This design comes from an exercise in tuning for small area, a short achievable clock period and few clock cycles per item on the open sky130 flow, not from production work. Where RTL was checked, it was by simulation tests only, not by an equivalence proof against the original. For run 8, only the layout was checked, not whether the RTL still works.

$ cat flow/standard.sh
#!/bin/bash
# synth_recipe.tcl (not shown) runs the flow's synth.tcl, then flattens the netlist and writes it again
# the make line also repeats each setting of config.mk as NAME=value (left out here)
make -C /OpenROAD-flow-scripts/flow DESIGN_CONFIG=/design/flow/config.mk WORK_HOME=/design/flow/orfs CLKGATE_MAP_FILE= SYNTH_SCRIPT=/design/flow/synth_recipe.tcl "${@:-finish}"
$ cat flow/flow/run.sh
#!/bin/bash
set -euo pipefail
bash standard.sh SETUP_SLACK_MARGIN=5.45 "BUFFER_PORTS_ARGS=-buffer_cell sky130_fd_sc_hd__buf_1" finish > make_finish.log 2>&1
$ cat flow/design.v
`timescale 1ns/1ps
module average #(
    parameter NOF_BITS = 32,
    parameter WIDTH = 32
) (
    input  wire                     clk,
    input  wire                     rst_n,
    input  wire                     start,
    input  wire                     data_first,
    input  wire                     data_last,
    input  wire [NOF_BITS-1:0]      data_in,
    output wire [NOF_BITS:0]        data_out,
    output reg                      busy,
    output reg                      TO,
    output reg                      done
);
    reg        wt, dv, lst;
    reg [5:0]  c;           
    reg [31:0] din;         
    reg [16:0] cnt;         
    reg [7:0]  n3;          
    reg [32:0] q;           
    reg [15:0] r;           
    wire fast = (cnt[16:6] == 11'd0);
    wire [5:0] r0 = {r[5:1], r[0] | q[32]};    
    wire [7:0] t  = {r0, q[31:30]};
    wire [7:0] d1, d2, d3;
    wire ge1, ge2, ge3;
    pfx_add #(8) u_d1 (.a(t), .b(~{2'b0, cnt[5:0]}),       .ci(1'b1), .s(d1), .co(ge1));
    pfx_add #(8) u_d2 (.a(t), .b(~{1'b0, cnt[5:0], 1'b0}), .ci(1'b1), .s(d2), .co(ge2));
    pfx_add #(8) u_d3 (.a(t), .b(~n3),                     .ci(1'b1), .s(d3), .co(ge3));
    wire [5:0] fr = ge3 ? d3[5:0] : ge2 ? d2[5:0] : ge1 ? d1[5:0] : t[5:0];
    wire [1:0] fd = {ge2, ge3 | (ge1 & !ge2)};
    wire [16:0] st = {r[15:1], r0[0], q[31]};
    wire [16:0] sd;
    wire        sge;
    pfx_add #(17) u_sd (.a(st), .b(~cnt), .ci(1'b1), .s(sd), .co(sge));
    wire [15:0] sr = sge ? sd[15:0] : st[15:0];
    wire [32:0] acc;
    pfx_add #(33) u_acc (.a(q), .b({1'b0, din}), .ci(1'b0), .s(acc), .co());
    wire [5:0] load = (fast && cnt[5:0] != 6'd63) ? 6'd48 : 6'd32;
    wire       one  = fast && cnt[5:0] == 6'd0;    
    always @(posedge clk) begin
        din <= data_in;
        if (dv) begin
            q <= fast ? {1'b0, q[29:0], fd} : {1'b0, q[30:0], sge};
            r <= fast ? {sr[15:6], fr} : sr;
        end else if (busy) begin
            q <= acc;
            r <= 16'd0;
        end else begin
            q <= 33'd0;    
            r <= 16'd0;
        end
        if (!busy) begin
            cnt <= 17'd0;
            n3  <= 8'd0;
        end else if (!dv) begin
            cnt <= cnt + 17'd1;
            n3  <= n3 + 8'd3;
        end
        if (wt || dv) c <= c + 6'd1;
        else if (busy) c <= load;
        else c <= 6'd0;
    end
    always @(posedge clk or negedge rst_n) begin
        if (!rst_n) begin
            wt   <= 1'b0;
            busy <= 1'b0;
            dv   <= 1'b0;
            lst  <= 1'b0;
            TO   <= 1'b0;
            done <= 1'b0;
        end else begin
            TO   <= 1'b0;
            done <= 1'b0;
            lst  <= data_last;
            if (wt) begin
                if (c == 6'd11) begin
                    wt <= 1'b0;
                    TO <= 1'b1;
                end else if (data_first && c < 6'd10) begin
                    wt   <= 1'b0;
                    busy <= 1'b1;
                end
            end else if (busy) begin
                if (dv) begin
                    if (c == 6'd63) begin
                        busy <= 1'b0;
                        dv   <= 1'b0;
                        done <= 1'b1;
                    end
                end else if (lst) begin
                    if (one) begin
                        busy <= 1'b0;
                        done <= 1'b1;
                    end else begin
                        dv <= 1'b1;
                    end
                end
            end else if (start) begin
                wt <= 1'b1;
            end
        end
    end
    assign data_out = q[32:0];
endmodule
module pfx_add #(
    parameter W = 8
) (
    input  wire [W-1:0] a,
    input  wire [W-1:0] b,
    input  wire         ci,
    output wire [W-1:0] s,
    output wire         co
);
    localparam L = $clog2(W + 1);
    reg [W:0] g0, p0, g, p, gn, pn;
    integer i, k;
    always @(*) begin
        g0 = {a & b, ci};
        p0 = {a ^ b, 1'b0};
        g = g0;
        p = p0;
        for (k = 0; k < L; k = k + 1) begin
            gn = g;
            pn = p;
            for (i = 0; i <= W; i = i + 1)
                if ((i >> k) & 1) begin
                    if (k > 0 && i == (1 << k))
                        gn[i] = (g0[i] | (p0[i] & g0[i-1])) | (p0[i] & p0[i-1] & g[i-2]);
                    else
                        gn[i] = g[i] | (p[i] & g[((i >> k) << k) - 1]);
                    pn[i] = p[i] & p[((i >> k) << k) - 1];
                end
            g = gn;
            p = pn;
        end
    end
    assign s  = a ^ b ^ g[W-1:0];
    assign co = g[W];
endmodule
$ cat flow/constraint.sdc
create_clock -name core_clock -period 8.0 [get_ports {clk}]
set_input_delay 1.6000 -clock core_clock [delete_from_list [all_inputs] [get_ports {clk}]]
set_output_delay 1.6000 -clock core_clock [all_outputs]
set_load 0.01 [all_outputs]
$ cat flow/config.mk
export PLATFORM = sky130hd
export DESIGN_NAME = average
export DESIGN_NICKNAME = average
export VERILOG_FILES = /design/flow/design.v
export SDC_FILE = /design/flow/constraint.sdc
export NUM_CORES = 4
export LEC_CHECK = 0
export CAP_MARGIN = 20
export CORE_MARGIN = 2
export CORE_UTILIZATION = 60
export SETUP_SLACK_MARGIN = 5
export SLEW_MARGIN = 20
==> flow_summary.json, run 1 <==
{
  "setup_viol": 0,
  "clk_pin_slew_worst_paths_ns": 0.06,
  "fmax_ghz": 0.393,
  "dp_hpwl_um": 11200,
  "cp.required_ns": 6.40,
  "grt_use_total_pct": 26.5,
  "rsz0062_at_grt": "yes",
  "synth_common_cells": "dfxtp_1 (112), nor2_1 (79), ha_1 (70)",
  "grt_pass1_wl_um": 26900,
  "hp-class": "reg -> reg",
  "die_area_um2": 12400,
  "r2r-end": "q[14]$_DFF_P_",
  "slew_headroom_pct": 42.7,
  "final_antenna_net_count": 0,
  "drtPass1Iterations": 5,
  "wl_per_cell_um": 16.2,
  "cts_buffer_depth": 2,
  "path_buf_inv": 1,
  "numCtsBuffers": 17,
  "drc": 0,
  "syn-num-nets": 875,
  "rrSetupSlack_ns": 5.46,
  "final_nets": 978,
  "initial_utilization_pct": 61.0,
  "hold_start": "c[0]$_SDFF_PP0_",
  "rows": 39,
  "hold_depth": 1,
  "worst_path_largest_cell_delay_ns": 0.40,
  "crit_path_max_fanout": 2,
  "cts_sinks": 118,
  "async_flop_share_pct": 5.08,
  "gp_congestion": 0.867,
  "port_buffers": 72,
  "ys.flop_type": "dfxtp_1",
  "ys_warn_count": 4,
  "hold_buffers": 0,
  "cp-end-kind": "output port",
  "crit_path_start_kind": "flip-flop",
  "synth_top_area_share_pct": 32.5,
  "cts_tree": "built",
  "htree_levels": 4,
  "synth_area_leaders": "dfxtp_1 (32%), ha_1 (13%), mux2i_1 (7.4%)",
  "finalCritPeriodShare_pct": 31.8,
  "ys_seq_elements": 118,
  "grt_max_degree": 52,
  "drt_iter0_markers": 352,
  "cp.arrival_ns": 0.94,
  "reg2reg_from": "q[2]$_DFF_P_",
  "final_area_um2": 8550,
  "finalMaxSlewViolations": 0,
  "ys_types": 69,
  "synth_area_leader_cell": "dfxtp_1",
  "clock_skew_ns": 0.00728,
  "status": "timing/DRC/antenna clean",
  "wl_um": 16600,
  "crit_type": "reg -> out",
  "cpLargestDelayFamily": "flip-flops",
  "clockRootBuffer": "clkbuf_16",
  "setup_tns_ns": 0,
  "die_w_um": 111,
  "antenna_found_initial": 0,
  "die_h_um": 111,
  "num_io_pins": 73,
  "crit_slowest_cell": "dfrtp_2",
  "vias": 5914,
  "post_drt_via_cell_ratio": 5.76,
  "hold_viol": 0,
  "placed_area_um2": 7310,
  "synth.avg_cell_area_um2": 9.00,
  "n_antenna_cell": 0,
  "r2r_cells": 9,
  "netlist_instances": 767,
  "syn_to_final_growth_pct": 23.9,
  "yosysMostFrequentCell": "dfxtp_1",
  "design.core.area_um2": 11300,
  "yosysSeqAreaShare_pct": 34.7,
  "layout_min_cycle_time_ns": 2.54,
  "maxCapViolCount": 0,
  "worstPathCellList": "clkbuf_2",
  "worstSetupStartpoint": "busy$_DFFE_PN0P_",
  "synth-edff-count": 0,
  "grt_overflow": 0,
  "tightest_slew_ns": 0.857,
  "min_to": "c[0]$_SDFF_PP0_",
  "grt_pass1_vias": 5875,
  "insertion_delay_ns": 0.42,
  "syn_area_um2": 6900,
  "drive_gt1_share_pct": 22.0
}
==> through the flow <==
step / setup slack, ns / cells / hold WS [ns] / utilization [%]
floorplan: 5.47 / 767 / 0.426 / -
global placement: 5.30 / 968 / 0.439 / 64.6
detailed placement: 5.19 / 968 / 0.448 / 64.6
CTS: 5.44 / 1008 / 0.461 / 72.1
global route: 5.37 / 1026 / 0.486 / 75.5
finish: 5.46 / 1026 / 0.462 / 75.5
==> per-layer routing <==
metal	vias to the layer above	global-route usage (%)	share of wire, %
li1	2969	-	-
met1	2781	31.8	44
met2	133	45.6	49
met3	31	6.07	4.4
met4	0	11.1	2.9
met5	-	0	0
==> registers in the layout (all words and copies together) (netlist names), 6 cells and up <==
name / cells
c: 6
cnt: 17
din: 32
n3: 8
q: 33
r: 16
==> worst max path at each step <==
stage | end | slack (ns) | cells after the start
after floorplan | r[10]$_SDFF_PN0_ | 5.47 | 11
after global placement | r[5]$_SDFF_PN0_ | 5.30 | 10
after detailed placement | r[5]$_SDFF_PN0_ | 5.19 | 10
after CTS | busy | 5.44 | 1
after global routing | r[1]$_SDFF_PN0_ | 5.37 | 11
final | busy | 5.46 | 1
==> layout make-up <==
type | instances | area (um2)
timing repair buffer | 102 | 598
inverter | 42 | 158
fill | 831 | 2770
clock buffer | 17 | 425
multi-input combinational | 589 | 4540
tap | 143 | 179
clock inverter | 15 | 176
sequential | 118 | 2470
==> cell usage in the layout (no fill, tap or decap), drive strengths merged, types with 2 or more instances in the layout <==
cell type / count
or2: 4
o32ai: 10
nor2b: 7
a21o: 10
and2: 7
nor2: 79
xor2: 25
bufinv: 3
a31oi: 2
dfrtp: 6
xnor2: 41
a211oi: 13
clkinvlp: 3
inv: 45
nand2b: 8
buf: 96
o22ai: 17
nand4: 8
nand2: 46
o21a: 12
a221o: 2
nor4: 8
or3: 6
o21ai: 36
clkinv: 6
dfxtp: 112
o41ai: 3
o211ai: 5
a21oi: 43
clkbuf: 23
nand3: 19
a32o: 2
nor3: 18
mux2i: 51
o311ai: 2
o31ai: 5
ha: 70
mux2: 3
and3: 9
==> timing repair <==
item	4_1_cts	5_1_grt
setup buffers	8	18
pin swaps	4	17
setup endpoints to repair	58	43
resized for setup	81	57
==> cells by family (layout without fill, tap and decap cells) <==
group                    count (synthesis)  in the layout  synth area share, %
AND/OR/NAND/NOR                        224            224                 15.6
XOR/XNOR                                66             66                 8.38
adder cells (fa/ha/maj)                 71             71                 13.0
buffers and inverters                   60            176                 3.43
flip-flops                             118            118                 34.7
AO/OA/AOI/OAI                          174            174                 17.1
multiplexers                            54             54                 7.89
Testbench counts, summed over its fixed seeds: cycles 27,663, items 800.
==> run 2: changes to the inputs <==
==> flow/flow/run.sh (replaced) <==
#!/bin/bash
set -euo pipefail
bash standard.sh SETUP_SLACK_MARGIN=5.3 finish > make_finish.log 2>&1
==> run 2 against run 1 <==
Compared with the run above: count of clock-buffer cells in the layout up 4; largest cell class unchanged; clock skew is essentially flat; routed wire length is 0.54% lower; still clean; worst setup slack got worse by 0.12 ns; global-route usage increased by 0.98 points; utilization rose by 0.066 points; critical path type unchanged; critical path depth unchanged; worst hold slack worse by 0.0023 ns; cell area about the same.
==> flow_summary.json, run 2 <==
{
  "cts_buffer_depth": 2,
  "initial_utilization_pct": 61.0,
  "gp_congestion": 0.825,
  "cts_sinks": 118,
  "drt_iter0_markers": 395,
  "clk_pin_slew_worst_paths_ns": 0.05,
  "wl_per_cell_um": 16.4,
  "rsz0062_at_grt": "yes",
  "syn_to_final_growth_pct": 24.0,
  "finalCritPeriodShare_pct": 33.3,
  "ys_warn_count": 4,
  "crit_path_start_kind": "flip-flop",
  "num_io_pins": 73,
  "design.core.area_um2": 11300,
  "final_cell_mix": "dfxtp_1 (84), nor2_1 (78), ha_1 (66)",
  "final_nets": 960,
  "grt_pass1_wl_um": 27900,
  "grt_pass1_vias": 5900,
  "wl_um": 16500,
  "numCtsBuffers": 17,
  "synth_area_leader_cell": "dfxtp_1",
  "fin_hold_ws_ns": 0.460,
  "clockRootBuffer": "clkbuf_16",
  "antenna_found_initial": 0,
  "dp_hpwl_um": 11300,
  "grt_use_total_pct": 27.5,
  "die_w_um": 111,
  "slew_headroom_pct": 42.6,
  "synth_top_area_share_pct": 32.5,
  "cp-end-kind": "output port",
  "drc": 0,
  "insertion_delay_ns": 0.42,
  "die_area_um2": 12400,
  "grt_max_degree": 52,
  "ys_seq_elements": 118,
  "path_buf_inv": 1,
  "cpLargestDelayFamily": "flip-flops",
  "die_h_um": 111,
  "drtPass1Iterations": 5,
  "crit_type": "reg -> out",
  "cts_tree": "built",
  "worst_path_largest_cell_delay_ns": 0.37,
  "regMostFlops": "q",
  "port_buffers": 72,
  "final_area_um2": 8560,
  "fmax_ghz": 0.375,
  "postLayoutCoreUtil_pct": 75.6,
  "ys_types": 69,
  "final_common_cell": "dfxtp_1",
  "clock_skew_ns": 0.00724,
  "crit_path_max_fanout": 4,
  "n_antenna_cell": 0,
  "placed_area_um2": 7740,
  "yosysMostFrequentCell": "dfxtp_1",
  "worstPathCellList": "dlygate4sd2_1",
  "final_antenna_net_count": 0,
  "cp.arrival_ns": 1.07,
  "setup_tns_ns": 0,
  "hold_buffers": 0,
  "crit_slowest_cell": "dfxtp_2",
  "htree_levels": 4,
  "synth_area_leaders": "dfxtp_1 (32%), ha_1 (13%), mux2i_1 (7.4%)",
  "syn_area_um2": 6900,
  "ys.flop_type": "dfxtp_1",
  "hold_viol": 0,
  "vias": 5924,
  "largest_register_ffs": 33,
  "synth_common_cells": "dfxtp_1 (112), nor2_1 (79), ha_1 (70)",
  "async_flop_share_pct": 5.08,
  "synth.avg_cell_area_um2": 9.00,
  "drive_gt1_share_pct": 14.1,
  "hp-class": "reg -> reg",
  "post_drt_via_cell_ratio": 5.88,
  "synth-edff-count": 0,
  "yosysSeqAreaShare_pct": 34.7,
  "top_regs": "q: 33 flops, din: 32 flops, cnt: 17 flops",
  "rows": 39,
  "status": "timing/DRC/antenna clean",
  "grt_overflow": 0,
  "finalMaxSlewViolations": 0,
  "tightest_slew_ns": 0.858,
  "layout_min_cycle_time_ns": 2.67,
  "maxCapViolCount": 0,
  "setup_viol": 0,
  "cp.required_ns": 6.40,
  "netlist_instances": 767,
  "syn-num-nets": 875
}
[run 2: cell counts after synthesis]
No cell type changed its count.
[run 2: per-stage QoR]
step	worst slack, ns	std cells
2_1_floorplan	5.42	767
3_3_place_gp	5.21	966
5_1_grt	5.27	1008
3_5_place_dp	5.11	966
6_report	5.33	1008
4_1_cts	5.24	1006
[run 2: worst paths after layout]
| kind | to | slack, ns | depth (start not counted) | start |
|---|---|---|---|---|
| setup / recovery | data_out[12] | 5.33 | 1 | q[12]$_DFF_P_ |
| hold / removal | c[0]$_SDFF_PP0_ | 0.46 | 1 | c[0]$_SDFF_PP0_ |
| setup reg to reg | q[0]$_DFF_P_ | 5.38 | 11 | cnt[3]$_SDFFE_PN0N_ |
| hold reg to reg | c[0]$_SDFF_PP0_ | 0.46 | 1 | c[0]$_SDFF_PP0_ |
| max in group asynchronous | busy$_DFFE_PN0P_ | 6.34 | 1 | rst_n |
| min in group asynchronous | done$_DFF_PN0_ | 1.42 | 1 | rst_n |
[run 2: cell type report]
class | instances | area, um2
Multi-Input combinational cell | 590 | 4400
Clock buffer | 21 | 470
Tap cell | 143 | 179
Timing Repair Buffer | 83 | 768
Clock inverter | 11 | 148
Fill cell | 825 | 2760
Inverter | 42 | 158
Sequential cell | 118 | 2430
[run 2: what timing repair did]
item | 4_1_cts | 5_1_grt
endpoints found under the setup margin | 51 | 48
pin swaps | 2 | 5
gates resized for setup | 71 | 44
cloned | 1 | 0
buffers inserted | 7 | 2
[run 2: logic make-up after synthesis]
group	synth area share, %
compound gates	17.1
xor+xnor	8.38
mux	7.89
fa+ha+maj	13.0
buf+inv	3.43
simple gates	15.6
flops	34.7
[run 2: layer usage]
| metal | wire (um) | share of wire [%] | track usage, % | up-vias |
|---|---|---|---|---|
| li1 | - | - | - | 2949 |
| met1 | 7090 | 43 | 33.5 | 2779 |
| met2 | 8150 | 49 | 46.3 | 153 |
| met3 | 831 | 5.0 | 7.33 | 43 |
| met4 | 448 | 2.7 | 10.8 | 0 |
| met5 | 0 | 0 | 0 | - |
==> run 3: changes to the inputs <==
==> flow/flow/run.sh (replaced) <==
#!/bin/bash
set -euo pipefail
bash standard.sh SETUP_SLACK_MARGIN=5.2 "BUFFER_PORTS_ARGS=-buffer_cell sky130_fd_sc_hd__buf_1" finish > make_finish.log 2>&1
==> run 3 against run 2 <==
Compared with the run above: critical path depth stayed put; routed wire length fell by 3.9%; synthesized cell count is the same; still clean on timing, DRC and antenna.
==> flow_summary.json, run 3 <==
{
  "yosysSeqAreaShare_pct": 34.7,
  "gp_congestion": 0.860,
  "grt_pass1_vias": 5843,
  "yosys.area_share.adder_pct": 13.0,
  "n_antenna_cell": 0,
  "finalMaxSlewViolations": 0,
  "crit_path_start_kind": "flip-flop",
  "synth_top_area_share_pct": 32.5,
  "clk_pin_slew_worst_paths_ns": 0.06,
  "synth_xor_area_share_pct": 8.38,
  "hp-class": "reg -> reg",
  "design.core.area_um2": 11300,
  "grt_overflow": 0,
  "final_area_um2": 8030,
  "synth_top_family_by_area": "compound AO/OA/AOI/OAI gates",
  "wl_per_cell_um": 15.8,
  "ys.flop_type": "dfxtp_1",
  "cts_sinks": 118,
  "tightest_slew_ns": 1.15,
  "dp_hpwl_um": 11100,
  "postLayoutCoreUtil_pct": 70.9,
  "vias": 5848,
  "rows": 39,
  "die_area_um2": 12400,
  "post_drt_via_cell_ratio": 5.80,
  "hold_buffers": 0,
  "drive_gt1_share_pct": 9.25,
  "top_regs": "q: 33 flops, din: 32 flops, cnt: 17 flops",
  "netlist_instances": 767,
  "crit_slowest_cell": "dfxtp_1",
  "synth.avg_cell_area_um2": 9.00,
  "die_w_um": 111,
  "grt_max_degree": 52,
  "synth_common_cells": "dfxtp_1 (112), nor2_1 (79), ha_1 (70)",
  "worstPathCellList": "buf_1",
  "num_io_pins": 73,
  "initial_utilization_pct": 61.0,
  "rsz0062_at_grt": "no",
  "cp-end-kind": "output port",
  "path_buf_inv": 1,
  "ys_warn_count": 4,
  "synthMuxAreaShare_pct": 7.89,
  "synth_compound_gate_area_share_pct": 17.1,
  "final_antenna_net_count": 0,
  "slew_headroom_pct": 22.6,
  "fmax_ghz": 0.365,
  "largest_register_ffs": 33,
  "crit_type": "reg -> out",
  "final_cell_mix": "dfxtp_1 (112), nor2_1 (78), buf_1 (72)",
  "syn-num-nets": 875,
  "setup_viol": 0,
  "drtPass1Iterations": 4,
  "layout_min_cycle_time_ns": 2.74,
  "yosysMostFrequentCell": "dfxtp_1",
  "final_common_cell": "dfxtp_1",
  "placed_area_um2": 7300,
  "final_nets": 960,
  "insertion_delay_ns": 0.42,
  "syn_to_final_growth_pct": 16.4,
  "finalCritPeriodShare_pct": 34.3,
  "htree_levels": 4,
  "async_flop_share_pct": 5.08,
  "fin_hold_ws_ns": 0.487,
  "setup_tns_ns": 0,
  "drc": 0,
  "hold_viol": 0,
  "synth-edff-count": 0,
  "syn_area_um2": 6900,
  "status": "timing/DRC/antenna clean",
  "die_h_um": 111,
  "drt_iter0_markers": 293,
  "synth_area_leaders": "dfxtp_1 (32%), ha_1 (13%), mux2i_1 (7.4%)",
  "ys_seq_elements": 118,
  "port_buffers": 72,
  "clockRootBuffer": "clkbuf_16",
  "grt_use_total_pct": 26.0,
  "maxCapViolCount": 0,
  "clock_skew_ns": 0.00526,
  "grt_pass1_wl_um": 26400,
  "numCtsBuffers": 17,
  "synth-simple-area-share_pct": 15.6,
  "synth_area_leader_cell": "dfxtp_1",
  "antenna_found_initial": 0,
  "worst_path_largest_cell_delay_ns": 0.51,
  "cp.required_ns": 6.40,
  "regMostFlops": "q",
  "wl_um": 15900,
  "crit_path_max_fanout": 8,
  "cts_buffer_depth": 2,
  "ys_types": 69,
  "cp.arrival_ns": 1.14,
  "cpLargestDelayFamily": "flip-flops",
  "cts_tree": "built"
}
run 3: cell families after synthesis:
logic type	count (synthesis)
fa+ha+maj	71
buf+inv	60
flops	118
xor+xnor	66
compound gates	174
simple gates	224
mux	54
run 3: final cells by class:
type / instances / area, um2
Timing Repair Buffer: 84 / 373
Fill cell: 892 / 3290
Tap cell: 143 / 179
Sequential cell: 118 / 2390
Multi-Input combinational cell: 589 / 4340
Inverter: 42 / 158
Clock buffer: 18 / 439
Clock inverter: 14 / 148
run 3: what timing repair did:
item | 4_1_cts | 5_1_grt
cloned | 0 | 0
gates resized for setup | 0 | 13
endpoints found under the setup margin | 4 | 18
pin swaps | 0 | 2
setup buffers | 3 | 5
run 3: routing by layer:
| layer | share of wire [%] | GRT usage, % | wire length (um) | vias to the layer above |
|---|---|---|---|---|
| met5 | 0 | 0 | 0 | - |
| met3 | 4.8 | 6.78 | 760 | 37 |
| met1 | 44 | 30.9 | 7030 | 2745 |
| met2 | 48 | 43.7 | 7580 | 129 |
| met4 | 3.2 | 12.2 | 512 | 0 |
| li1 | - | - | - | 2937 |
run 3: worst paths after layout:
kind / to / start / cells after the start / slack, ns
worst max-delay path: data_out[31] / q[31]$_DFF_P_ / 1 / 5.26
worst min-delay path: n3[1]$_SDFFE_PN0N_ / n3[1]$_SDFFE_PN0N_ / 2 / 0.49
worst max register to register: r[2]$_SDFF_PN0_ / q[31]$_DFF_P_ / 10 / 5.29
worst min register to register: n3[1]$_SDFFE_PN0N_ / n3[1]$_SDFFE_PN0N_ / 2 / 0.49
max in group asynchronous: dv$_DFFE_PN0P_ / rst_n / 1 / 6.71
min in group asynchronous: busy$_DFFE_PN0P_ / rst_n / 1 / 1.04
run 3: through the flow:
| step | worst slack, ns | std cells |
|---|---|---|
| 6_report | 5.26 | 1008 |
| 3_5_place_dp | 5.13 | 968 |
| 3_3_place_gp | 5.23 | 968 |
| 5_1_grt | 5.13 | 1008 |
| 2_1_floorplan | 5.42 | 767 |
| 4_1_cts | 5.17 | 1003 |
run 3: worst register-to-register path: cells and delay by family, from the launching register on:
kind | cells | cell delay [ns]
AO/OA/AOI/OAI | 6 | 1.10
flip-flops | 1 | 0.51
AND/OR/NAND/NOR | 1 | 0.14
multiplexers | 1 | 0.26
buffers and inverters | 1 | 0.23
adder cells (fa/ha/maj) | 1 | 0.32
==> run 4: changes to the inputs <==
==> flow/flow/run.sh (replaced) <==
#!/bin/bash
set -euo pipefail
bash standard.sh SETUP_SLACK_MARGIN=5.3 "BUFFER_PORTS_ARGS=-buffer_cell sky130_fd_sc_hd__buf_1" finish > make_finish.log 2>&1
==> run 4 against run 3 <==
Compared with the run above: largest cell class unchanged; routed wire length is 0.33% higher; maximum frequency is 3.2% higher; critical endpoint is now busy; cell area hardly changed; still clean on timing, DRC and antenna; die area stayed put.
==> flow_summary.json, run 4 <==
{
  "synth_xor_area_share_pct": 8.38,
  "n_fill_cell": 888,
  "grt_max_degree": 52,
  "initial_utilization_pct": 61.0,
  "cts_buffer_depth": 2,
  "die_w_um": 111,
  "dp_hpwl_um": 11100,
  "worst_slack_ns": 5.34,
  "synthMuxAreaShare_pct": 7.89,
  "clockRootBuffer": "clkbuf_16",
  "ys_types": 69,
  "hp-class": "reg -> reg",
  "crit_path_max_fanout": 6,
  "cts_sinks": 118,
  "final_nets": 960,
  "slew_headroom_pct": 23.2,
  "wl_um": 15900,
  "drtPass1Iterations": 4,
  "synth_area_leader_cell": "dfxtp_1",
  "ys.flop_type": "dfxtp_1",
  "finalCritPeriodShare_pct": 33.2,
  "place_ws_ns": 5.13,
  "die_area_um2": 12400,
  "maxCapViolCount": 0,
  "synth-simple-area-share_pct": 15.6,
  "clock_skew_ns": 0.00448,
  "yosys.area_share.adder_pct": 13.0,
  "synth.avg_cell_area_um2": 9.00,
  "cp.arrival_ns": 1.06,
  "postLayoutCoreUtil_pct": 71.0,
  "final_cell_mix": "dfxtp_1 (109), nor2_1 (78), buf_1 (72)",
  "crit_slowest_cell": "dfrtp_1",
  "status": "timing/DRC/antenna clean",
  "post_drt_via_cell_ratio": 5.78,
  "setup_tns_ns": 0,
  "layout_min_cycle_time_ns": 2.66,
  "synth_common_cells": "dfxtp_1 (112), nor2_1 (79), ha_1 (70)",
  "cp.required_ns": 6.40,
  "grt_pass1_vias": 5883,
  "rows": 39,
  "cp-end-kind": "output port",
  "tightest_slew_ns": 1.14,
  "regMostFlops": "q",
  "vias": 5825,
  "n_antenna_cell": 0,
  "syn_to_final_growth_pct": 16.5,
  "synth_top_family_by_area": "compound AO/OA/AOI/OAI gates",
  "drt_iter0_markers": 333,
  "cts_tree": "built",
  "ys_warn_count": 4,
  "drive_gt1_share_pct": 9.71,
  "crit_type": "reg -> out",
  "fmax_ghz": 0.376,
  "syn-num-nets": 875,
  "grt_use_total_pct": 26.3,
  "insertion_delay_ns": 0.42,
  "worst_path_largest_cell_delay_ns": 0.46,
  "grt_overflow": 0,
  "synth_top_area_share_pct": 32.5,
  "synth-edff-count": 0,
  "async_flop_share_pct": 5.08,
  "gp_congestion": 0.860,
  "num_io_pins": 73,
  "setup_viol": 0,
  "numCtsBuffers": 17,
  "cpLargestDelayFamily": "flip-flops",
  "synth_compound_gate_area_share_pct": 17.1,
  "ys_seq_elements": 118,
  "htree_levels": 4,
  "hold_viol": 0,
  "drc": 0,
  "port_buffers": 72,
  "yosysSeqAreaShare_pct": 34.7,
  "multiInputGateArea_um2": 4350,
  "path_buf_inv": 1,
  "antenna_found_initial": 0,
  "worstPathCellList": "buf_1",
  "syn_area_um2": 6900,
  "grt_pass1_wl_um": 26700,
  "die_h_um": 111,
  "yosysMostFrequentCell": "dfxtp_1",
  "crit_path_start_kind": "flip-flop",
  "synth_area_leaders": "dfxtp_1 (32%), ha_1 (13%), mux2i_1 (7.4%)",
  "clk_pin_slew_worst_paths_ns": 0.06,
  "seq_area_um2": 2400,
  "top_regs": "q: 33 flops, din: 32 flops, cnt: 17 flops",
  "final_antenna_net_count": 0,
  "final_common_cell": "dfxtp_1",
  "wl_per_cell_um": 15.8,
  "largest_register_ffs": 33,
  "rsz0062_at_grt": "yes",
  "finalMaxSlewViolations": 0,
  "design.core.area_um2": 11300,
  "netlist_instances": 767
}
==> run 4: path summary, 6_finish.rpt <==
path | from | to | slack, ns | depth (start not counted)
setup reg to reg | q[32]$_SDFF_PP0_ | r[2]$_SDFF_PN0_ | 5.37 | 10
min in group asynchronous | rst_n | busy$_DFFE_PN0P_ | 1.04 | 1
hold reg to reg | n3[1]$_SDFFE_PN0N_ | n3[1]$_SDFFE_PN0N_ | 0.49 | 2
setup / recovery | busy$_DFFE_PN0P_ | busy | 5.34 | 1
hold / removal | n3[1]$_SDFFE_PN0N_ | n3[1]$_SDFFE_PN0N_ | 0.49 | 2
max in group asynchronous | rst_n | dv$_DFFE_PN0P_ | 6.72 | 1
==> run 4: stage by stage <==
stage	area, um2	cells	hold WS (ns)
final	8040	1008	0.486
after floorplan	6900	767	0.426
after detailed placement	7300	968	0.459
after CTS	7980	1006	0.484
after global routing	8040	1008	0.522
after global placement	7300	968	0.439
==> run 4: area by class of cell <==
cell class | count | share of cell area, %
inverter | 42 | 1.96
sequential | 118 | 29.8
tap | 143 | 2.23
clock inverter | 14 | 1.84
clock buffer | 18 | 5.46
multi-input combinational | 590 | 54.2
timing repair buffer | 83 | 4.54
==> run 4: what timing repair did <==
action / CTS / global route
pin swaps: 2 / 2
endpoints found under the hold margin: 0 / 0
buffers inserted: 5 / 2
resized for setup: 7 / 11
setup endpoints to repair: 16 / 27
hold buffers: 0 / 0
gates cloned: 1 / 0
==> run 4: cells by family (layout without fill, tap and decap cells) <==
kind of cell / Yosys count / after routing
adders and majority gates: 71 / 71
muxes: 54 / 54
xor gates and xnor gates: 66 / 66
DFF: 118 / 118
buffers and inverters: 60 / 157
and+or+nand+nor: 224 / 225
AOI/OAI and AO/OA: 174 / 174
==> run 4: tightest hold or removal path, delay by kind of cell (launching register included) <==
family           cells  cell delay (ns)
flip-flops           1             0.31
AND/OR/NAND/NOR      1             0.08
AO/OA/AOI/OAI        1             0.05
==> run 4: per-layer routing <==
metal  up-vias  part of all wire [%]  GRT usage, %
met3        33                   4.4          6.51
met5         -                     0             0
li1       2944                     -             -
met4         0                   3.0          11.6
met1      2720                    45          31.5
met2       128                    48          44.6
==> run 5: changes to the inputs <==
--- a/flow/config.mk
+++ b/flow/config.mk
@@ -8,5 +8,8 @@
 export CAP_MARGIN = 20
 export CORE_MARGIN = 2
 export CORE_UTILIZATION = 60
+export CTS_BUF_LIST = sky130_fd_sc_hd__clkbuf_4 sky130_fd_sc_hd__clkbuf_8
+export CTS_CLUSTER_SIZE = 30
 export SETUP_SLACK_MARGIN = 5
 export SLEW_MARGIN = 20
+export TNS_END_PERCENT = 0
==> run 5 against run 4 <==
Compared with the run above: clock skew is 0.0037 ns higher; synthesized area stayed put; non-clock buffer count is 1 higher; largest cell class unchanged.
==> flow_summary.json, run 5 <==
{
  "dp_hpwl_um": 11100,
  "ys.flop_type": "dfxtp_1",
  "rows": 39,
  "design.core.area_um2": 11300,
  "met2_usage_pct": 43.7,
  "vias": 5865,
  "final_nets": 960,
  "crit_path_max_fanout": 6,
  "final_common_cell": "dfxtp_1",
  "setup_viol": 0,
  "clockRootBuffer": "clkbuf_8",
  "antenna_found_initial": 0,
  "hp-class": "reg -> reg",
  "insertion_delay_ns": 0.45,
  "drt_iter0_markers": 285,
  "ys_types": 69,
  "final_cell_mix": "dfxtp_1 (110), nor2_1 (79), buf_1 (72)",
  "final_antenna_net_count": 0,
  "clk_pin_slew_worst_paths_ns": 0.08,
  "worstPathCellList": "buf_1",
  "num_io_pins": 73,
  "regMostFlops": "q",
  "numCtsBuffers": 17,
  "largest_register_ffs": 33,
  "yosysMostFrequentCell": "dfxtp_1",
  "cts_sinks": 118,
  "netlist_instances": 767,
  "drtPass1Iterations": 5,
  "die_area_um2": 12400,
  "rsz0062_at_grt": "yes",
  "met3_usage_pct": 6.94,
  "cts_tree": "built",
  "yosysSeqAreaShare_pct": 34.7,
  "fmax_ghz": 0.371,
  "n_antenna_cell": 0,
  "grt.busiest_layer": "met2",
  "fin_hold_ws_ns": 0.476,
  "tightest_slew_ns": 1.19,
  "crit_path_start_kind": "flip-flop",
  "htree_levels": 4,
  "top_regs": "q: 33 flops, din: 32 flops, cnt: 17 flops",
  "drive_gt1_share_pct": 9.36,
  "grt_max_degree": 52,
  "grt_use_total_pct": 25.9,
  "post_drt_via_cell_ratio": 5.82,
  "hold_buffers": 0,
  "crit_slowest_cell": "dfrtp_1",
  "cts_buffer_depth": 2,
  "synth_area_leaders": "dfxtp_1 (32%), ha_1 (13%), mux2i_1 (7.4%)",
  "clock_skew_ns": 0.00821,
  "synth.avg_cell_area_um2": 9.00,
  "synth-edff-count": 0,
  "status": "timing/DRC/antenna clean",
  "die_h_um": 111,
  "cpLargestDelayFamily": "flip-flops",
  "dp.cells": 968,
  "syn-num-nets": 875,
  "synth_top_area_share_pct": 32.5,
  "postLayoutCoreUtil_pct": 69.3,
  "cp.arrival_ns": 1.10,
  "drc": 0,
  "final_cells": 1008,
  "gp_congestion": 0.860,
  "crit_type": "reg -> out",
  "ys_seq_elements": 118,
  "wl_per_cell_um": 15.6,
  "port_buffers": 72,
  "synth_area_leader_cell": "dfxtp_1",
  "final_area_um2": 7840,
  "synth_common_cells": "dfxtp_1 (112), nor2_1 (79), ha_1 (70)",
  "initial_utilization_pct": 61.0,
  "grt_pass1_wl_um": 26200,
  "async_flop_share_pct": 5.08,
  "finalMaxSlewViolations": 0,
  "placed_area_um2": 7300,
  "syn_area_um2": 6900,
  "finalCritPeriodShare_pct": 33.7,
  "slew_headroom_pct": 20.1,
  "worst_path_largest_cell_delay_ns": 0.46,
  "layout_min_cycle_time_ns": 2.70,
  "wl_um": 15700,
  "path_buf_inv": 1,
  "cp.required_ns": 6.40,
  "die_w_um": 111,
  "ys_warn_count": 4,
  "syn_to_final_growth_pct": 13.6,
  "cp-end-kind": "output port",
  "maxCapViolCount": 0,
  "grt_overflow": 0,
  "setup_tns_ns": 0,
  "use_met1_pct": 31.0,
  "grt_pass1_vias": 5809,
  "hold_viol": 0
}
-- run 5: cells by family (layout without fill, tap and decap cells) --
| family | after synthesis | count (layout) | share of synthesized area [%] |
|---|---|---|---|
| flops | 118 | 118 | 34.7 |
| fa+ha+maj | 71 | 71 | 13.0 |
| xor+xnor | 66 | 66 | 8.38 |
| mux | 54 | 54 | 7.89 |
| compound gates | 174 | 174 | 17.1 |
| buf+inv | 60 | 158 | 3.43 |
| simple gates | 224 | 224 | 15.6 |
-- run 5: what timing repair did --
action | CTS | global route
pin swaps | 0 | 2
resized for setup | 2 | 12
setup buffers | 3 | 5
endpoints found under the setup margin | 16 | 39
-- run 5: final timing paths --
| check | startpoint | end | slack [ns] | depth (start not counted) |
|---|---|---|---|---|
| min | c[0]$_SDFF_PP0_ | c[0]$_SDFF_PP0_ | 0.48 | 1 |
| min in group asynchronous | rst_n | TO$_DFF_PN0_ | 1.01 | 1 |
| max reg2reg | q[32]$_SDFF_PP0_ | r[4]$_SDFF_PN0_ | 5.37 | 10 |
| max in group asynchronous | rst_n | dv$_DFFE_PN0P_ | 6.75 | 1 |
| min reg2reg | c[0]$_SDFF_PP0_ | c[0]$_SDFF_PP0_ | 0.48 | 1 |
| max | busy$_DFFE_PN0P_ | busy | 5.30 | 1 |
-- run 5: per-stage QoR --
step / worst slack (ns)
final: 5.30
after global routing: 5.21
after CTS: 5.20
after detailed placement: 5.13
after global placement: 5.23
after floorplan: 5.42
-- run 5: routing by layer --
metal | vias to the layer above | part of all wire, %
met5 | - | 0
met1 | 2744 | 45
li1 | 2939 | -
met2 | 147 | 48
met4 | 0 | 2.6
met3 | 35 | 4.5
-- run 5: final cells by class --
cell class	count	area, um2
well taps	143	179
flip-flops and latches	118	2390
multi-input cells	589	4340
clock buffers	18	248
fillers	928	3480
inverters	42	158
clock inverters	14	148
repair buffers	84	373
==> run 6: changes to the inputs <==
--- a/flow/config.mk
+++ b/flow/config.mk
@@ -12,4 +12,3 @@
 export CTS_CLUSTER_SIZE = 30
 export SETUP_SLACK_MARGIN = 5
 export SLEW_MARGIN = 20
-export TNS_END_PERCENT = 0
==> run 6 against run 5 <==
Compared with the run above: synthesized cell count unchanged; final cell count is essentially flat; non-clock buffer count is the same; still clean; global-route usage up 0.16 points; die area unchanged; synthesized area unchanged; critical endpoint is now data_out[28]; via count fell by 0.68%; critical path depth is the same; cell area is 0.37% higher.
==> flow_summary.json, run 6 <==
{
  "wl_per_cell_um": 15.7,
  "async_flop_share_pct": 5.08,
  "grt_pass1_vias": 5809,
  "finalMaxSlewViolations": 0,
  "yosys.area_share.adder_pct": 13.0,
  "clk_pin_slew_worst_paths_ns": 0.08,
  "yosysSeqAreaShare_pct": 34.7,
  "drc": 0,
  "initial_utilization_pct": 61.0,
  "cpLargestDelayFamily": "flip-flops",
  "synth-simple-area-share_pct": 15.6,
  "grt_pass1_wl_um": 26300,
  "rows": 39,
  "final_antenna_net_count": 0,
  "crit_slowest_cell": "dfxtp_1",
  "slew_headroom_pct": 22.5,
  "synth.avg_cell_area_um2": 9.00,
  "n_antenna_cell": 0,
  "synth_common_cells": "dfxtp_1 (112), nor2_1 (79), ha_1 (70)",
  "hold_viol": 0,
  "synth_top_area_share_pct": 32.5,
  "die_w_um": 111,
  "fmax_ghz": 0.376,
  "final_common_cell": "dfxtp_1",
  "status": "timing/DRC/antenna clean",
  "die_h_um": 111,
  "synth_area_leader_cell": "dfxtp_1",
  "hold_start": "c[0]$_SDFF_PP0_",
  "syn_to_final_growth_pct": 14.0,
  "final_nets": 961,
  "final_cell_mix": "dfxtp_1 (105), nor2_1 (78), buf_1 (71)",
  "ys_warn_count": 4,
  "cts_sinks": 118,
  "worst_path_largest_cell_delay_ns": 0.43,
  "largest_register_ffs": 33,
  "post_drt_via_cell_ratio": 5.77,
  "antenna_found_initial": 0,
  "regMostFlops": "q",
  "syn-num-nets": 875,
  "setup_tns_ns": 0,
  "cp-end-kind": "output port",
  "reg2reg_from": "q[32]$_SDFF_PP0_",
  "gp_congestion": 0.860,
  "cp.required_ns": 6.40,
  "ys_seq_elements": 118,
  "synth_top_family_by_area": "compound AO/OA/AOI/OAI gates",
  "wl_um": 15800,
  "crit_path_max_fanout": 4,
  "place_ws_ns": 5.13,
  "cts_buffer_depth": 2,
  "grt_overflow": 0,
  "vias": 5825,
  "num_io_pins": 73,
  "hp-class": "reg -> reg",
  "finalCritPeriodShare_pct": 33.2,
  "die_area_um2": 12400,
  "maxCapViolCount": 0,
  "top_regs": "q: 33 flops, din: 32 flops, cnt: 17 flops",
  "clockRootBuffer": "clkbuf_8",
  "port_buffers": 72,
  "insertion_delay_ns": 0.45,
  "synth_xor_area_share_pct": 8.38,
  "dp_hpwl_um": 11100,
  "path_buf_inv": 1,
  "worstSetupStartpoint": "q[28]$_DFF_P_",
  "yosysMostFrequentCell": "dfxtp_1",
  "drt_iter0_markers": 322,
  "worstPathCellList": "buf_1",
  "layout_min_cycle_time_ns": 2.66,
  "cp.arrival_ns": 1.06,
  "syn_area_um2": 6900,
  "ys.flop_type": "dfxtp_1",
  "drive_gt1_share_pct": 10.7,
  "grt_use_total_pct": 26.0,
  "synth_compound_gate_area_share_pct": 17.1,
  "synthMuxAreaShare_pct": 7.89,
  "synth_area_leaders": "dfxtp_1 (32%), ha_1 (13%), mux2i_1 (7.4%)",
  "setup_viol": 0,
  "numCtsBuffers": 17,
  "synth-edff-count": 0,
  "clock_skew_ns": 0.00763,
  "netlist_instances": 767,
  "htree_levels": 4,
  "crit_type": "reg -> out",
  "crit_path_start_kind": "flip-flop",
  "grt_max_degree": 52,
  "rsz0062_at_grt": "no",
  "tightest_slew_ns": 1.15,
  "drtPass1Iterations": 4,
  "worst_slack_ns": 5.34,
  "design.core.area_um2": 11300,
  "ys_types": 69,
  "cts_tree": "built"
}
==> run 6: cell counts after synthesis <==
Identical to the previous run, type by type.
==> run 6: logic make-up (layout without fill, tap and decap cells) <==
family          Yosys count  in the layout
fa+ha+maj                71             71
mux                      54             54
buf+inv                  60            158
xor+xnor                 66             66
compound gates          174            174
simple gates            224            225
flops                   118            118
==> run 6: area by class of cell <==
type	instances	area [um2]
multi-input cells	590	4360
repair buffers	84	374
clock inverters	14	148
inverters	42	158
fillers	919	3450
clock buffers	18	248
flip-flops and latches	118	2400
well taps	143	179
==> run 6: through the flow <==
step / cell area, um2 / util (%) / hold WS, ns / instances
6_report: 7870 / 69.5 / 0.476 / 1009
5_1_grt: 7870 / 69.5 / 0.520 / 1009
2_1_floorplan: 6900 / - / 0.426 / 767
4_1_cts: 7790 / 68.8 / 0.477 / 1006
3_5_place_dp: 7300 / 64.5 / 0.459 / 968
3_3_place_gp: 7300 / 64.5 / 0.439 / 968
==> run 6: final timing paths <==
kind | slack (ns) | to | cells past startpoint
worst max-delay path | 5.34 | data_out[28] | 1
max in group asynchronous | 6.73 | busy$_DFFE_PN0P_ | 1
worst max register to register | 5.41 | r[1]$_SDFF_PN0_ | 11
min in group asynchronous | 1.01 | TO$_DFF_PN0_ | 1
worst min register to register | 0.48 | c[0]$_SDFF_PP0_ | 1
worst min-delay path | 0.48 | c[0]$_SDFF_PP0_ | 1
==> run 6: what timing repair did <==
item | CTS | global route
setup endpoints to repair | 16 | 36
gates resized for setup | 8 | 19
gates cloned | 1 | 0
hold buffers | 0 | 0
buffers inserted | 5 | 3
pin swaps | 2 | 3
==> run 6: layer usage <==
metal	wire, um	part of all wire, %	vias up	track usage [%]
li1	-	-	2941	-
met1	7080	45	2727	31.3
met2	7630	48	128	43.9
met3	698	4.4	29	6.83
met4	392	2.5	0	11.0
met5	0	0	-	0
==> run 7: changes to the inputs <==
--- a/flow/config.mk
+++ b/flow/config.mk
@@ -7,7 +7,7 @@
 export LEC_CHECK = 0
 export CAP_MARGIN = 20
 export CORE_MARGIN = 2
-export CORE_UTILIZATION = 60
+export CORE_UTILIZATION = 72
 export CTS_BUF_LIST = sky130_fd_sc_hd__clkbuf_4 sky130_fd_sc_hd__clkbuf_8
 export CTS_CLUSTER_SIZE = 30
 export SETUP_SLACK_MARGIN = 5
==> run 7 against run 6 <==
Compared with the run above: sequential share of layout area fell by 0.32 points; worst hold slack got worse by 0.013 ns; final cell count fell by 0.99%; non-clock buffer count rose by 4; worst setup slack got worse by 0.044 ns; first-iteration DRC count rose by 0.62%; critical path type is now reg -> reg; critical endpoint is now r[2]$_SDFF_PN0_; largest cell class unchanged.
==> flow_summary.json, run 7 <==
{
  "wl_um": 17600,
  "netlist_instances": 767,
  "antenna_found_initial": 0,
  "cts_buffer_depth": 2,
  "rows": 35,
  "final_cell_mix": "dfxtp_1 (110), nor2_1 (78), buf_1 (71)",
  "insertion_delay_ns": 0.44,
  "finalMaxSlewViolations": 0,
  "crit_type": "reg -> reg",
  "final_area_um2": 7920,
  "synth.avg_cell_area_um2": 9.00,
  "rsz0062_at_grt": "yes",
  "top_regs": "q: 33 flops, din: 32 flops, cnt: 17 flops",
  "ys_seq_elements": 118,
  "die_h_um": 102,
  "placed_area_um2": 7260,
  "die_area_um2": 10400,
  "initial_utilization_pct": 74.3,
  "yosysMostFrequentCell": "dfxtp_1",
  "hp-class": "reg -> reg",
  "worstSetupStartpoint": "cnt[0]$_SDFFE_PN0N_",
  "clock_skew_ns": 0.0110,
  "port_buffers": 72,
  "ys_types": 69,
  "crit_slowest_cell": "dfxtp_1",
  "final_common_cell": "dfxtp_1",
  "grt_use_total_pct": 33.0,
  "drive_gt1_share_pct": 10.7,
  "design.core.area_um2": 9280,
  "synth-edff-count": 0,
  "largest_register_ffs": 33,
  "synth_area_leader_cell": "dfxtp_1",
  "dp_hpwl_um": 11700,
  "vias": 6204,
  "grt_pass1_vias": 6077,
  "cts_sinks": 118,
  "final_nets": 965,
  "clk_pin_slew_worst_paths_ns": 0.08,
  "syn_to_final_growth_pct": 14.8,
  "num_io_pins": 73,
  "cp-end-kind": "flip-flop",
  "slew_headroom_pct": 16.9,
  "die_w_um": 102,
  "rrSetupSlack_ns": 5.30,
  "setup_viol": 0,
  "post_drt_via_cell_ratio": 6.21,
  "r2r_cells": 11,
  "yosysSeqAreaShare_pct": 34.7,
  "clockRootBuffer": "clkbuf_8",
  "finalCritPeriodShare_pct": 33.8,
  "maxCapViolCount": 0,
  "seq_area_um2": 2400,
  "multiInputGateArea_um2": 4370,
  "wl_per_cell_um": 17.6,
  "tightest_slew_ns": 1.24,
  "regMostFlops": "q",
  "grt_pass1_wl_um": 27200,
  "numCtsBuffers": 17,
  "cp.required_ns": 8.34,
  "worst_path_largest_cell_delay_ns": 0.50,
  "synth_common_cells": "dfxtp_1 (112), nor2_1 (79), ha_1 (70)",
  "fmax_ghz": 0.370,
  "synth_area_leaders": "dfxtp_1 (32%), ha_1 (13%), mux2i_1 (7.4%)",
  "crit_path_max_fanout": 8,
  "drtPass1Iterations": 4,
  "r2r-end": "r[2]$_SDFF_PN0_",
  "postLayoutCoreUtil_pct": 85.4,
  "final_antenna_net_count": 0,
  "syn_area_um2": 6900,
  "grt_overflow": 0,
  "cts_tree": "built",
  "drc": 0,
  "status": "timing/DRC/antenna clean",
  "hold_viol": 0,
  "grt_max_degree": 52,
  "hold_buffers": 0,
  "ys_warn_count": 4,
  "gp_congestion": 0.946,
  "htree_levels": 4,
  "cp.arrival_ns": 3.05,
  "endpoint": "r[2]$_SDFF_PN0_",
  "synth_top_area_share_pct": 32.5,
  "hold_start": "c[0]$_SDFF_PP0_",
  "async_flop_share_pct": 5.08,
  "crit_path_start_kind": "flip-flop",
  "reg2reg_from": "cnt[0]$_SDFFE_PN0N_",
  "worstPathCellList": "inv_1 > ha_1 > o21ai_1 > a211oi_2 > buf_4 > a31oi_4 > buf_4 > mux2i_1 > mux2i_1 > a21o_1 > a21oi_1",
  "drt_iter0_markers": 324,
  "setup_tns_ns": 0,
  "n_fill_cell": 557,
  "n_antenna_cell": 0,
  "layout_min_cycle_time_ns": 2.70,
  "syn-num-nets": 875,
  "ys.flop_type": "dfxtp_1"
}
[run 7: cell counts after synthesis]
Identical to the previous run, type by type.
[run 7: final cells by class]
type / instances / area share, %
Multi-Input combinational cell: 590 / 55.2
Sequential cell: 118 / 30.2
Timing Repair Buffer: 88 / 5.10
Clock buffer: 22 / 3.58
Tap cell: 129 / 2.04
Inverter: 42 / 1.99
Clock inverter: 10 / 1.85
[run 7: kinds of logic after synthesis]
family                   count (synthesis)  synth area share, %
AND/OR/NAND/NOR                        224                 15.6
AO/OA/AOI/OAI                          174                 17.1
flip-flops                             118                 34.7
adder cells (fa/ha/maj)                 71                 13.0
XOR/XNOR                                66                 8.38
buffers and inverters                   60                 3.43
multiplexers                            54                 7.89
[run 7: how the worst min path moves through the flow]
stage                     cells after the start               to
after global placement                        1  c[0]$_SDFF_PP0_
after detailed placement                      1  c[0]$_SDFF_PP0_
after CTS                                     1  c[0]$_SDFF_PP0_
after global routing                          1  c[0]$_SDFF_PP0_
final                                         1  c[0]$_SDFF_PP0_
after floorplan                               1  c[0]$_SDFF_PP0_
[run 7: critical path, delay by kind of cell, from the launching register on]
family	cells	cell delay, ns
fa+ha+maj	1	0.24
compound gates	5	0.99
mux	2	0.35
buf+inv	3	0.53
flops	1	0.50
[run 7: repair_timing]
item | CTS | global route
buffers inserted | 4 | 11
endpoints found under the setup margin | 18 | 40
gates resized for setup | 8 | 16
pin swaps | 1 | 6
cloned | 1 | 0
[run 7: stage by stage]
| stage | cells | worst slack (ns) | hold WS, ns |
|---|---|---|---|
| 2_1_floorplan | 767 | 5.42 | 0.426 |
| 3_3_place_gp | 951 | 5.24 | 0.441 |
| 3_5_place_dp | 951 | 5.13 | 0.451 |
| 4_1_cts | 988 | 5.30 | 0.469 |
| 5_1_grt | 999 | 5.22 | 0.501 |
| 6_report | 999 | 5.30 | 0.463 |
[run 7: layer usage]
metal  wire (um)  vias up  global-route usage [%]
li1            -     2936                       -
met1        7260     2978                    39.7
met2        8770      235                    56.6
met3        1000       55                    6.36
met4         524        0                    16.0
met5           0        -                       0
==> run 8: changes to the inputs <==
--- a/flow/design.v
+++ b/flow/design.v
@@ -22,8 +22,7 @@
     reg [32:0] q;           
     reg [15:0] r;           
     wire fast = (cnt[16:6] == 11'd0);
-    wire [5:0] r0 = {r[5:1], r[0] | q[32]};    
-    wire [7:0] t  = {r0, q[31:30]};
+    wire [7:0] t  = {r[5:0], q[31:30]};
     wire [7:0] d1, d2, d3;
     wire ge1, ge2, ge3;
     pfx_add #(8) u_d1 (.a(t), .b(~{2'b0, cnt[5:0]}),       .ci(1'b1), .s(d1), .co(ge1));
@@ -31,7 +30,7 @@
     pfx_add #(8) u_d3 (.a(t), .b(~n3),                     .ci(1'b1), .s(d3), .co(ge3));
     wire [5:0] fr = ge3 ? d3[5:0] : ge2 ? d2[5:0] : ge1 ? d1[5:0] : t[5:0];
     wire [1:0] fd = {ge2, ge3 | (ge1 & !ge2)};
-    wire [16:0] st = {r[15:1], r0[0], q[31]};
+    wire [16:0] st = {r, q[31]};
     wire [16:0] sd;
     wire        sge;
     pfx_add #(17) u_sd (.a(st), .b(~cnt), .ci(1'b1), .s(sd), .co(sge));
@@ -47,7 +46,7 @@
             r <= fast ? {sr[15:6], fr} : sr;
         end else if (busy) begin
             q <= acc;
-            r <= 16'd0;
+            r <= {15'd0, acc[32]};
         end else begin
             q <= 33'd0;    
             r <= 16'd0;
--- a/flow/config.mk
+++ b/flow/config.mk
@@ -7,7 +7,7 @@
 export LEC_CHECK = 0
 export CAP_MARGIN = 20
 export CORE_MARGIN = 2
-export CORE_UTILIZATION = 72
+export CORE_UTILIZATION = 60
 export CTS_BUF_LIST = sky130_fd_sc_hd__clkbuf_4 sky130_fd_sc_hd__clkbuf_8
 export CTS_CLUSTER_SIZE = 30
 export SETUP_SLACK_MARGIN = 5
==> run 8 against run 7 <==
Compared with the run above: critical path type is now reg -> out; utilization down 14 points; critical path depth is 10 lower; highest routed layer unchanged; maximum frequency grew 2.0%; sequential share of layout area is 0.53 points lower; still clean; clock skew is 0.0014 ns lower; die area is 20% higher; final cell count increased by 2.2%; flip-flop and latch count is the same.
==> flow_summary.json, run 8 <==
{
  "dp_hpwl_um": 11000,
  "ys_types": 66,
  "cpLargestDelayFamily": "flip-flops",
  "rows": 39,
  "die_w_um": 112,
  "vias": 5932,
  "cts_tree": "built",
  "multiInputGateArea_um2": 4490,
  "regMostFlops": "q",
  "top_regs": "q: 33 flops, din: 32 flops, cnt: 17 flops",
  "crit_type": "reg -> out",
  "syn_area_um2": 6950,
  "status": "timing/DRC/antenna clean",
  "hp-class": "reg -> reg",
  "final_cells": 1021,
  "final_cell_mix": "dfxtp_1 (101), buf_1 (72), ha_1 (61)",
  "synth-edff-count": 0,
  "n_antenna_cell": 0,
  "largest_register_ffs": 33,
  "wl_per_cell_um": 16.1,
  "yosysMostFrequentCell": "dfxtp_1",
  "final_antenna_net_count": 0,
  "slew_headroom_pct": 50.1,
  "place_ws_ns": 4.83,
  "gp_congestion": 0.882,
  "grt_use_total_pct": 26.9,
  "maxCapViolCount": 0,
  "crit_slowest_cell": "dfxtp_2",
  "ys_warn_count": 4,
  "ys.flop_type": "dfxtp_1",
  "initial_utilization_pct": 61.1,
  "final_common_cell": "dfxtp_1",
  "netlist_instances": 780,
  "num_io_pins": 73,
  "ys_seq_elements": 118,
  "rsz0062_at_grt": "no",
  "cp-end-kind": "output port",
  "layout_min_cycle_time_ns": 2.65,
  "cts_buffer_depth": 2,
  "synth_area_leaders": "dfxtp_1 (32%), ha_1 (13%), xnor2_1 (6.2%)",
  "drc": 0,
  "synth_top_area_share_pct": 32.3,
  "setup_tns_ns": 0,
  "synth_common_cells": "dfxtp_1 (112), ha_1 (70), nor2_1 (50)",
  "htree_levels": 4,
  "drt_iter0_markers": 361,
  "dp.cells": 976,
  "numCtsBuffers": 17,
  "drtPass1Iterations": 5,
  "insertion_delay_ns": 0.44,
  "grt_max_degree": 46,
  "design.core.area_um2": 11400,
  "antenna_found_initial": 0,
  "yosysSeqAreaShare_pct": 34.4,
  "clockRootBuffer": "clkbuf_8",
  "drive_gt1_share_pct": 11.6,
  "die_area_um2": 12500,
  "tightest_slew_ns": 0.746,
  "grt_pass1_vias": 5927,
  "grt_pass1_wl_um": 27500,
  "synth_area_leader_cell": "dfxtp_1",
  "n_fill_cell": 904,
  "final_nets": 973,
  "postLayoutCoreUtil_pct": 71.2,
  "cp.required_ns": 6.40,
  "setup_viol": 0,
  "crit_path_max_fanout": 7,
  "post_drt_via_cell_ratio": 5.81,
  "worst_path_largest_cell_delay_ns": 0.41,
  "finalMaxSlewViolations": 0,
  "fmax_ghz": 0.377,
  "syn-num-nets": 888,
  "seq_area_um2": 2410,
  "synth.avg_cell_area_um2": 8.91,
  "finalCritPeriodShare_pct": 33.1,
  "die_h_um": 112,
  "worst_slack_ns": 5.35,
  "crit_path_start_kind": "flip-flop",
  "cts_sinks": 118,
  "async_flop_share_pct": 5.08,
  "clk_pin_slew_worst_paths_ns": 0.07,
  "port_buffers": 72,
  "syn_to_final_growth_pct": 16.5,
  "path_buf_inv": 1,
  "worstPathCellList": "buf_1",
  "hold_viol": 0,
  "wl_um": 16400,
  "grt_overflow": 0,
  "cp.arrival_ns": 1.05,
  "clock_skew_ns": 0.00961
}
==> run 8: changes by cell type in the layout (fill, tap and decap cells not counted), moves of 14 or more <==
| cell | before | now |
|---|---|---|
| xor2_1 | 25 | 11 |
| and2_1 | 5 | 26 |
| mux2i_1 | 51 | 32 |
| nor2_1 | 78 | 49 |
==> run 8: worst reg2reg max path, stage by stage (launching register included) <==
cell and delay [ns]:
dfxtp_1 0.41, inv_1 0.06, ha_1 0.36, nand2_1 0.09, o21ai_1 0.10, a31oi_2 0.30, a31oi_4 0.17, a31oi_4 0.28
mux2_1 0.34, a221o_1 0.35, nand3_1 0.08
==> run 8: layer usage <==
layer / share of wire, % / track usage [%]
met5: 0 / 0
met1: 46 / 34.4
met3: 4.1 / 6.21
met2: 48 / 44.5
met4: 1.9 / 9.79
==> run 8: path summary, 6_finish.rpt <==
path,slack [ns],startpoint,end,cells past startpoint
setup / recovery,5.35,q[31]$_DFF_P_,data_out[31],1
min in group asynchronous,1.01,rst_n,busy$_DFFE_PN0P_,1
setup reg to reg,5.40,cnt[9]$_SDFFE_PN0N_,r[0]$_DFF_P_,10
hold reg to reg,0.47,r[11]$_SDFF_PN0_,r[12]$_SDFF_PN0_,2
max in group asynchronous,6.74,rst_n,dv$_DFFE_PN0P_,1
hold / removal,0.47,r[11]$_SDFF_PN0_,r[12]$_SDFF_PN0_,2
==> run 8: per-stage QoR <==
| stage | hold slack (ns) | instance area [um2] |
|---|---|---|
| after floorplan | 0.426 | 6950 |
| after global placement | 0.437 | 7340 |
| after detailed placement | 0.458 | 7340 |
| after CTS | 0.470 | 7850 |
| after global routing | 0.494 | 8100 |
| final | 0.467 | 8100 |
==> run 8: cells by family after synthesis <==
kind of cell	after synthesis	synth area share, %
flip-flops	118	34.4
multiplexers	33	4.77
XOR/XNOR	60	7.56
buffers and inverters	70	3.87
AO/OA/AOI/OAI	194	19.1
AND/OR/NAND/NOR	234	17.4
adder cells (fa/ha/maj)	71	12.9
==> run 8: cell type report <==
| class | instances | area share, % |
|---|---|---|
| Tap cell | 143 | 2.21 |
| Multi-Input combinational cell | 593 | 55.5 |
| Clock inverter | 7 | 1.44 |
| Sequential cell | 118 | 29.7 |
| Inverter | 46 | 2.13 |
| Timing Repair Buffer | 89 | 5.07 |
| Clock buffer | 25 | 3.94 |
==> run 8: timing repair <==
item | in CTS | in global routing
setup buffers | 3 | 9
pin swaps | 2 | 11
setup endpoints to repair | 20 | 18
hold buffers | 0 | 0
gates cloned | 1 | 0
gates resized for setup | 8 | 32

-- static timing again, ports no longer ideal --
Ports are ideal in the flow. The routed layouts listed here were re-timed in OpenROAD.
Step 1 (the two cells are an assumption about what drives the block):
set clk [get_ports {clk}]
set_driving_cell -lib_cell sky130_fd_sc_hd__clkbuf_16 $clk
set_driving_cell -lib_cell sky130_fd_sc_hd__buf_2 [delete_from_list [all_inputs] $clk]
Step 2 adds t to the input delays and takes it off the output delays; t is the mean of the earliest and latest rising clock arrival at the registers after step 1. Input paths then give back, and output paths get back, about the clock's delay inside the block.
Three values: no drivers, after step 1, after step 2; two values: the first two.
run | t (ns) | setup slack, ns | worst setup path after step 2 | clock arrival spread, ns
run 1 | 0.457 | 5.455 / 5.415 / 5.461 | register to register | 0.007 / 0.007
run 2 | 0.462 | 5.334 / 5.292 / 5.376 | register to register | 0.007 / 0.007
run 3 | 0.458 | 5.257 / 5.218 / 5.288 | register to register | 0.006 / 0.006
run 4 | 0.457 | 5.342 / 5.303 / 5.370 | register to register | 0.005 / 0.005
run 5 | 0.484 | 5.305 / 5.268 / 5.368 | register to register | 0.008 / 0.008
run 6 | 0.482 | 5.342 / 5.306 / 5.413 | register to register | 0.007 / 0.007
run 7 | 0.471 | 5.298 / 5.298 / 5.298 | register to register | 0.011 / 0.011
run 8 | 0.476 | 5.350 / 5.312 / 5.400 | register to register | 0.010 / 0.009
After both steps setup and hold are still met in every run listed.
